This design comes from an exercise in tuning for small area and a short achievable clock period on the open sky130 flow, not from production work. Only simulation tests tie the RTL to the original design; equivalence was not proved. No activity file was given, so power comes from the tool's default toggle rates.

**flow/constraint.sdc**
```tcl
create_clock -name core_clock -period 6.0 [get_ports {i_clk}]
set_input_delay 1.2000 -clock core_clock [delete_from_list [all_inputs] [get_ports {i_clk}]]
set_output_delay 1.2000 -clock core_clock [all_outputs]
set_load 0.01 [all_outputs]
```
**flow/standard.sh**
```bash
#!/bin/bash
# synth_recipe.tcl (not shown) runs the flow's synth.tcl, then flattens the netlist and writes it again
# the make line also repeats each setting of config.mk as NAME=value (left out here)
make -C /OpenROAD-flow-scripts/flow DESIGN_CONFIG=/design/flow/config.mk WORK_HOME=/design/flow/orfs CLKGATE_MAP_FILE= SYNTH_SCRIPT=/design/flow/synth_recipe.tcl "${@:-finish}"
```
**flow/flow/synth.tcl**
```tcl
# The standard synthesis (synth_recipe.tcl), with the ABC mapping script
# replaced by flow/abc.script
proc abc {args} {
  set i [lsearch -exact $args -script]
  if { $i >= 0 } { set args [lreplace $args [expr {$i+1}] [expr {$i+1}] $::env(MY_ABC_SCRIPT)] }
  yosys abc {*}$args
}
source $::env(MY_WORK)/synth_recipe.tcl
```
**flow/design.v**
```verilog
module spll
#(
		parameter	                  PHASE_BITS = 32,
		parameter	[0:0]	          OPT_TRACK_FREQUENCY = 1'b1,
		parameter	[PHASE_BITS-1:0]  INITIAL_PHASE_STEP  = 0,
		parameter	[0:0]	          OPT_GLITCHLESS      = 1'b1,
		localparam	                  MSB=PHASE_BITS-1
	)
(
		input	wire			       i_clk,
		input	wire			       i_reset,
		input	wire			       i_ld,
		input	wire [(MSB-1):0]       i_step,
		input	wire			       i_ce,
		input	wire			       i_input,
		input	wire [4:0]		       i_lgcoeff,
		output	wire [PHASE_BITS-1:0]  o_phase,
		output	reg	 [1:0]		       o_err,
		output	wire	 		       o_freq
	);
	reg	[4:0]	lg;
	reg		lead_r;
	reg	[31:0]	ctr, r_step;
	always @(posedge i_clk)
		lg <= i_lgcoeff;
	wire	lead_e    = lead_r;
	wire	agreed_output = lead_r ^ ctr[31];
	wire	phase_err = ctr[31] ^ i_input;
	wire	[31:0]	pm, fm;
	genvar i;
	generate for (i = 0; i < 32; i = i + 1) begin : g_dec
		assign pm[i] = (lg >= 31 - i);
		if (i >= 29)
			assign fm[i] = (lg <= 14);
		else
			assign fm[i] = (lg >= (30 - i) / 2) && (lg <= 14);
	end endgenerate
	wire	[31:0]	sum0;
	prefix_add32 u_add (.a(ctr), .b(r_step), .s(sum0));
	wire	[31:0]	sum1;
	pm_step u_ps (.x(sum0), .m(pm), .d(lead_e), .y(sum1));
	wire	[31:0]	step1;
	pm_step u_fs (.x(r_step), .m(fm), .d(lead_e), .y(step1));
	wire	gl    = |(r_step & pm);
	wire	hold  = lead_e && !gl;
	wire	[31:0]	alt  = hold ? ctr : sum1;
	wire	[31:0]	ctr_n = i_reset ? 32'h0 : (!i_ce) ? ctr : phase_err ? alt : sum0;
	always @(posedge i_clk)
		ctr <= ctr_n;
	always @(posedge i_clk)
	if (i_reset)
		r_step <= INITIAL_PHASE_STEP;
	else if (i_ld)
		r_step <= { 1'b0, i_step };
	else if (i_ce && phase_err)
		r_step <= step1;
	wire	agreed_n = i_reset ? 1'b0 : (i_ce && !phase_err) ? i_input : agreed_output;
	always @(posedge i_clk)
		lead_r <= agreed_n ^ ctr_n[31];
	always @(posedge i_clk)
	if (i_reset)
		o_err <= 2'h0;
	else if (i_ce)
		o_err <= { phase_err && lead_e, phase_err };
	assign	o_phase = ctr;
	assign	o_freq  = ctr[31];
endmodule
module prefix_add32 (
		input	wire	[31:0]	a, b,
		output	wire	[31:0]	s
	);
	wire	[31:0]	g [0:5];
	wire	[31:0]	p [0:5];
	assign	g[0] = a & b;
	assign	p[0] = a ^ b;
	genvar l, i;
	generate for (l = 0; l < 5; l = l + 1) begin : g_lvl
		for (i = 0; i < 32; i = i + 1) begin : g_bit
			if ((i >> l) & 1) begin
				localparam integer j = ((i >> l) << l) - 1;
				assign g[l+1][i] = g[l][i] | (p[l][i] & g[l][j]);
				assign p[l+1][i] = p[l][i] & p[l][j];
			end else begin
				assign g[l+1][i] = g[l][i];
				assign p[l+1][i] = p[l][i];
			end
		end
	end endgenerate
	assign	s = p[0] ^ { g[5][30:0], 1'b0 };
endmodule
module pm_step (
		input	wire	[31:0]	x, m,
		input	wire		d,
		output	wire	[31:0]	y
	);
	wire	[31:0]	u = ~m | (x ^ {32{d}});
	wire	[31:0]	a [0:5];
	assign	a[0] = u;
	genvar l, i;
	generate for (l = 0; l < 5; l = l + 1) begin : g_lvl
		for (i = 0; i < 32; i = i + 1) begin : g_bit
			if ((i >> l) & 1) begin
				localparam integer j = ((i >> l) << l) - 1;
				assign a[l+1][i] = a[l][i] & a[l][j];
			end else begin
				assign a[l+1][i] = a[l][i];
			end
		end
	end endgenerate
	assign	y = x ^ (m & { a[5][30:0], 1'b1 });
endmodule
```
**flow/flow/abc.script**
```
strash
dch
map -D 2500
topo
buffer -c
upsize -c
dnsize -c
```
**flow/config.mk**
```make
export PLATFORM = sky130hd
export DESIGN_NAME = spll
export DESIGN_NICKNAME = spll
export VERILOG_FILES = /design/flow/design.v
export SDC_FILE = /design/flow/constraint.sdc
export NUM_CORES = 4
export LEC_CHECK = 0
export CAP_MARGIN = 20
export CORE_MARGIN = 2
export CORE_UTILIZATION = 70
export CTS_BUF_LIST = sky130_fd_sc_hd__clkbuf_8
export CTS_CLUSTER_SIZE = 20
export SETUP_SLACK_MARGIN = 2.5
export SLEW_MARGIN = 20
```
**flow/flow/run.sh**
```bash
#!/bin/bash
# Own flow: the standard layout (standard.sh) with these changes:
#  - synthesis maps the logic with a plain delay-driven ABC script
#    (flow/abc.script, via flow/synth.tcl) and without full/half adder cells;
#  - the delay cells are kept out of the design, so that the port buffers
#    are plain buffers;
#  - slow high-stack NOR/OR and wide AOI/OAI cells are kept out of
#    synthesis, so that ABC maps the adders to faster gates.
set -euo pipefail
export MY_WORK=$PWD
export MY_ABC_SCRIPT=$PWD/flow/abc.script
DU="sky130_fd_sc_hd__probe_p_8 sky130_fd_sc_hd__probec_p_8 sky130_fd_sc_hd__lpflow_bleeder_1 sky130_fd_sc_hd__lpflow_clkbufkapwr_1 sky130_fd_sc_hd__lpflow_clkbufkapwr_16 sky130_fd_sc_hd__lpflow_clkbufkapwr_2 sky130_fd_sc_hd__lpflow_clkbufkapwr_4 sky130_fd_sc_hd__lpflow_clkbufkapwr_8 sky130_fd_sc_hd__lpflow_clkinvkapwr_1 sky130_fd_sc_hd__lpflow_clkinvkapwr_16 sky130_fd_sc_hd__lpflow_clkinvkapwr_2 sky130_fd_sc_hd__lpflow_clkinvkapwr_4 sky130_fd_sc_hd__lpflow_clkinvkapwr_8 sky130_fd_sc_hd__lpflow_decapkapwr_12 sky130_fd_sc_hd__lpflow_decapkapwr_3 sky130_fd_sc_hd__lpflow_decapkapwr_4 sky130_fd_sc_hd__lpflow_decapkapwr_6 sky130_fd_sc_hd__lpflow_decapkapwr_8 sky130_fd_sc_hd__lpflow_inputiso0n_1 sky130_fd_sc_hd__lpflow_inputiso0p_1 sky130_fd_sc_hd__lpflow_inputiso1n_1 sky130_fd_sc_hd__lpflow_inputiso1p_1 sky130_fd_sc_hd__lpflow_inputisolatch_1 sky130_fd_sc_hd__lpflow_isobufsrc_1 sky130_fd_sc_hd__lpflow_isobufsrc_16 sky130_fd_sc_hd__lpflow_isobufsrc_2 sky130_fd_sc_hd__lpflow_isobufsrc_4 sky130_fd_sc_hd__lpflow_isobufsrc_8 sky130_fd_sc_hd__lpflow_isobufsrckapwr_16 sky130_fd_sc_hd__lpflow_lsbuf_lh_hl_isowell_tap_1 sky130_fd_sc_hd__lpflow_lsbuf_lh_hl_isowell_tap_2 sky130_fd_sc_hd__lpflow_lsbuf_lh_hl_isowell_tap_4 sky130_fd_sc_hd__lpflow_lsbuf_lh_isowell_4 sky130_fd_sc_hd__lpflow_lsbuf_lh_isowell_tap_1 sky130_fd_sc_hd__lpflow_lsbuf_lh_isowell_tap_2 sky130_fd_sc_hd__lpflow_lsbuf_lh_isowell_tap_4  sky130_fd_sc_hd__clkdlybuf4s15_1 sky130_fd_sc_hd__clkdlybuf4s15_2 sky130_fd_sc_hd__clkdlybuf4s18_1 sky130_fd_sc_hd__clkdlybuf4s18_2 sky130_fd_sc_hd__clkdlybuf4s25_1 sky130_fd_sc_hd__clkdlybuf4s25_2 sky130_fd_sc_hd__clkdlybuf4s50_1 sky130_fd_sc_hd__clkdlybuf4s50_2 sky130_fd_sc_hd__dlygate4sd1_1 sky130_fd_sc_hd__dlygate4sd2_1 sky130_fd_sc_hd__dlygate4sd3_1 sky130_fd_sc_hd__dlymetal6s2s_1 sky130_fd_sc_hd__dlymetal6s4s_1 sky130_fd_sc_hd__dlymetal6s6s_1 sky130_fd_sc_hd__nor3_1 sky130_fd_sc_hd__nor3_2 sky130_fd_sc_hd__nor3_4 sky130_fd_sc_hd__nor3b_1 sky130_fd_sc_hd__nor3b_2 sky130_fd_sc_hd__nor3b_4 sky130_fd_sc_hd__nor4_1 sky130_fd_sc_hd__nor4_2 sky130_fd_sc_hd__nor4_4 sky130_fd_sc_hd__nor4b_1 sky130_fd_sc_hd__nor4b_2 sky130_fd_sc_hd__nor4b_4 sky130_fd_sc_hd__nor4bb_1 sky130_fd_sc_hd__nor4bb_2 sky130_fd_sc_hd__nor4bb_4 sky130_fd_sc_hd__or4_1 sky130_fd_sc_hd__or4_2 sky130_fd_sc_hd__or4_4 sky130_fd_sc_hd__or4b_1 sky130_fd_sc_hd__or4b_2 sky130_fd_sc_hd__or4b_4 sky130_fd_sc_hd__or4bb_1 sky130_fd_sc_hd__or4bb_2 sky130_fd_sc_hd__or4bb_4 sky130_fd_sc_hd__a2111oi_0 sky130_fd_sc_hd__a2111oi_1 sky130_fd_sc_hd__a2111oi_2 sky130_fd_sc_hd__a2111oi_4 sky130_fd_sc_hd__o2111ai_1 sky130_fd_sc_hd__o2111ai_2 sky130_fd_sc_hd__o2111ai_4 sky130_fd_sc_hd__a2111o_1 sky130_fd_sc_hd__a2111o_2 sky130_fd_sc_hd__a2111o_4 sky130_fd_sc_hd__o41ai_1 sky130_fd_sc_hd__o41ai_2 sky130_fd_sc_hd__o41ai_4 sky130_fd_sc_hd__o41a_1 sky130_fd_sc_hd__o41a_2 sky130_fd_sc_hd__o41a_4 sky130_fd_sc_hd__o311ai_0 sky130_fd_sc_hd__o311ai_1 sky130_fd_sc_hd__o311ai_2 sky130_fd_sc_hd__o311ai_4"
bash standard.sh SYNTH_SCRIPT=$PWD/flow/synth.tcl ADDER_MAP_FILE= ABC_CLOCK_PERIOD_IN_PS=2500 "DONT_USE_CELLS=$DU" finish > flow_make.log 2>&1
```
==> results.sh <==
export IMPL_fillers=752
export IMPL_post_dp_cell_area_mm2=0.00722
export IMPL_cts_sinks=72
export IMPL_final_seq_area_mm2=0.00147
export IMPL_finClkSkew_ns=0.0141
export IMPL_clk_pin_slew_worst_paths_ns=0.08
export IMPL_cts_root_buf="clkbuf_8"
export IMPL_gp_congestion=1.02
export IMPL_synth_area_leader_cell="dfxtp_1"
export IMPL_setup_slack_ns=2.56
export IMPL_power_switching_uw=762
export IMPL_worstPathRequired_ns=6.25
export IMPL_status="no timing/DRC/antenna violations"
export IMPL_antennaDiodeCount=0
export IMPL_ys_types=62
export IMPL_drc_errors=0
export IMPL_worstPathMaxFanout=8
export IMPL_r2r_end="lead_r"
export IMPL_multiInputGateArea_mm2=0.00500
export IMPL_critPathLaunchType="flop"
export IMPL_dp_hpwl_mm=16.0
export IMPL_final_max_slew_viol_count=0
export IMPL_ir_drop_uv=162
export IMPL_core_area_mm2=0.00968
export IMPL_vias=8117
export IMPL_p_leak_nw=3.17
export IMPL_worstSetupPathType="reg2reg"
export IMPL_yosysWarnings=3
export IMPL_hp_class="reg2reg"
export IMPL_insertion_delay_ns=0.37
export IMPL_cts_tree="yes"
export IMPL_postCtsHoldBufs=0
export IMPL_floorplan_rows=36
export IMPL_die_area_mm2=0.0107
export IMPL_async_reset_ff_share_pct=0
export IMPL_hold_path_depth=2
export IMPL_fmax_ghz=0.291
export IMPL_grt_pass1_vias=7351
export IMPL_setup_viol=0
export IMPL_ioPinCount=76
export IMPL_ant_nets=0
export IMPL_grt_pass1_wl_mm=35.6
export IMPL_grt_antenna_before_repair=0
export IMPL_synthTopCellsByArea="dfxtp_1 21%, nand2_1 11%, nor2_1 9.3%, a21oi_1 6.4%, xor2_1 6.1%"
export IMPL_combPwrFrac_pct=42.9
export IMPL_clkPwrFrac_pct=23.1
export IMPL_synth_ff_type="dfxtp_1"
export IMPL_cts_buffer_depth=2
export IMPL_grt_max_degree=50
export IMPL_synth_edf_count=0
export IMPL_hold_viol_final=0
export IMPL_grt_usage_pct=40.3
export IMPL_power_density_mw_per_mm2=224
export IMPL_hold_slack_ns=0.513
export IMPL_ff2ff_setup_slack_ns=2.56
export IMPL_synth_nets=1156
export IMPL_wl_mm=22.9
export IMPL_synth_area_mm2=0.00694
export IMPL_setup_tns_ns=0
export IMPL_dp_slack_ns=2.12
export IMPL_finalCoreUtilization_pct=80.6
export IMPL_hold_end="r_step[7]"
export IMPL_ys_seq_area_share_pct=20.8
export IMPL_drt_wirelength_per_cell_um=17.3
export IMPL_netSwitchingFraction_pct=43.6
export IMPL_internal_power_uw=984
export IMPL_post_route_min_period_ns=3.44
export IMPL_dieHeight_um=104
export IMPL_period_share_pct=57.3
export IMPL_tightest_slew_ns=1.14
export IMPL_die_x_um=104
export IMPL_drive_above_1_share_pct=16.4
export IMPL_rsz0062_at_grt="true"
export IMPL_end_kind="flop"
export IMPL_ys_ff_latch=72
export IMPL_numCtsBuffers=9
export IMPL_hp_start="r_step[7]"
export IMPL_routed_via_density=6.14
export IMPL_io_buffers=75
export IMPL_pwr_share_seq_pct=33.9
export IMPL_arrival_ns=3.69
export IMPL_dr_pass1_iters=6
export IMPL_grt_ovfl_total=0
export IMPL_synthToLayoutAreaGrowth_pct=12.3
export IMPL_syn_inst=1115
export IMPL_htreeDepth=3
export IMPL_yosysTopAreaCellShare_pct=20.8
export IMPL_worstReg2RegStart="r_step[2]"
export IMPL_ff2ff_path_depth=24
export IMPL_drt_iter0_markers=952
export IMPL_relSlewSlack_pct=24.2
export IMPL_stdcell_area_mm2=0.00780
export IMPL_avgSynthCellArea_um2=6.23
export IMPL_nets=1225
export IMPL_start_util_pct=71.7
export IMPL_cap_violations=0
[worst max-delay path, cell delays in order (launching register included)]
cell     delay [ns]
dfxtp_2        0.36
inv_2          0.09
nor2_1         0.06
nor2_1         0.21
nand2_2        0.10
nand3_2        0.07
nand2_2        0.09
nor2_4         0.16
o21ai_2        0.10
a31oi_2        0.24
nand2_1        0.11
nand2_2        0.09
xor2_2         0.16
nand2_1        0.07
nand3_1        0.12
nand2_2        0.09
nor2_4         0.16
nand4_4        0.14
nor2_8         0.23
buf_2          0.14
nand3_1        0.08
nand2_1        0.10
a31oi_2        0.13
o21ai_1        0.14
nand2_1        0.06
[power by group through the flow]
stage	sequential, mW	combinational, mW	clock (mW)
after floorplan	0.575	0.545	0
after CTS	0.592	0.675	0.394
after global placement	0.601	0.656	0
final	0.592	0.750	0.404
after global routing	0.598	0.819	0.413
after detailed placement	0.603	0.666	0
[Yosys cell counts (all sizes together), types with 9 or more instances]
library cell    n
nand3          66
a21oi          94
clkbuf         25
xor2           50
nor2          195
xnor2          29
a31oi          25
dfxtp          72
or2             9
o211ai          9
a22oi          22
nand4          26
o21ai          76
o221ai         10
inv           130
buf            22
nand2         215
[how the worst max path moves through the flow]
stage | slack, ns | cells after the start | startpoint | endpoint
after floorplan | 3.14 | 20 | ctr[1] | ctr[18]
after global placement | 2.20 | 12 | lead_r | ctr[29]
final | 2.56 | 24 | r_step[2] | lead_r
after CTS | 2.50 | 21 | r_step[5] | ctr[27]
after global routing | 2.41 | 21 | r_step[10] | lead_r
after detailed placement | 2.12 | 12 | lead_r | ctr[29]
[per-stage QoR]
| stage | total power, mW | cells |
|---|---|---|
| floorplan | 1.12 | 1115 |
| global placement | 1.26 | 1283 |
| detailed placement | 1.27 | 1283 |
| CTS | 1.66 | 1299 |
| global route | 1.83 | 1322 |
| finish | 1.75 | 1322 |
[what timing repair did]
item / 4_1_cts / 5_1_grt
setup endpoints to repair: 38 / 43
gates resized for setup: 5 / 72
pin swaps: 0 / 15
setup buffers: 0 / 23
[layout make-up]
class	instances	share of cell area, %
Clock buffer	14	2.47
Clock inverter	2	0.128
Inverter	133	6.74
Multi-Input combinational cell	863	64.0
Sequential cell	72	18.9
Tap cell	133	2.13
Timing Repair Buffer	105	5.60
[cells in the final DEF (no fill, tap or decap), types with 4 or more instances in the layout]
cell	count
a22oi_1	22
o21ai_1	11
o21ai_2	9
o221ai_1	9
nand2_2	12
inv_2	24
nand3b_1	4
dfxtp_1	54
nand2_1	200
xnor2_2	5
xor2_1	43
nor2_2	25
nand4_1	25
or2_2	5
nand3_2	8
o21ai_0	56
inv_1	102
a31oi_1	18
a31oi_2	6
a21oi_2	4
o21bai_1	4
xnor2_1	23
xor2_2	7
a21oi_1	88
nor2_4	11
dfxtp_2	14
o31ai_1	4
clkbuf_8	14
o211ai_1	8
nor2_1	156
dfxtp_4	4
buf_1	85
nand3_1	58
buf_2	15
[state kept, by name (all words and copies together) (netlist names)]
signal / cells
ctr: 32
r_step: 32
lg: 5
o_err: 2
lead_r: 1
[metal layers]
metal	wire, µm	vias to the layer above	GRT usage (%)	share of wire, %
met3	2620	74	5.73	11
met1	9210	3680	55.1	40
li1	-	3833	-	-
met5	0	-	0	0
met4	738	0	13.9	3.2
met2	10300	530	65.0	45
[cell families after synthesis]
group / count (synthesis) / share of synthesized area (%)
buffers and inverters: 180 / 10.2
DFF: 72 / 20.8
AOI/OAI and AO/OA: 262 / 24.2
and+or+nand+nor: 522 / 34.4
xor gates and xnor gates: 79 / 10.4

## what the ideal ports hide
The flow's constraints put no driver on any port. The routed layout listed below was extracted and timed again, unchanged, in two steps.
Step 1, drivers: a clkbuf_16 drives i_clk and a buf_2 each remaining input, both assumed.
Step 2 times the ports against the registers' clock, not the clock port: input delays grow and output delays shrink by t, the midpoint of the rising clock arrivals with the driver on.
Slacks: ideal / step 1 / step 2; pairs: ideal / step 1.
t, ns: 0.399
slack for setup (ns): 2.565 / 2.565 / 2.320
latest minus earliest clock arrival (ns): 0.014 / 0.015
worst register clock-pin slew, ns: 0.09 / 0.09
After both steps this run still meets setup and hold. For this run, drivers alone change the setup slack by 0.000 ns; drivers and shift together by -0.245 ns.
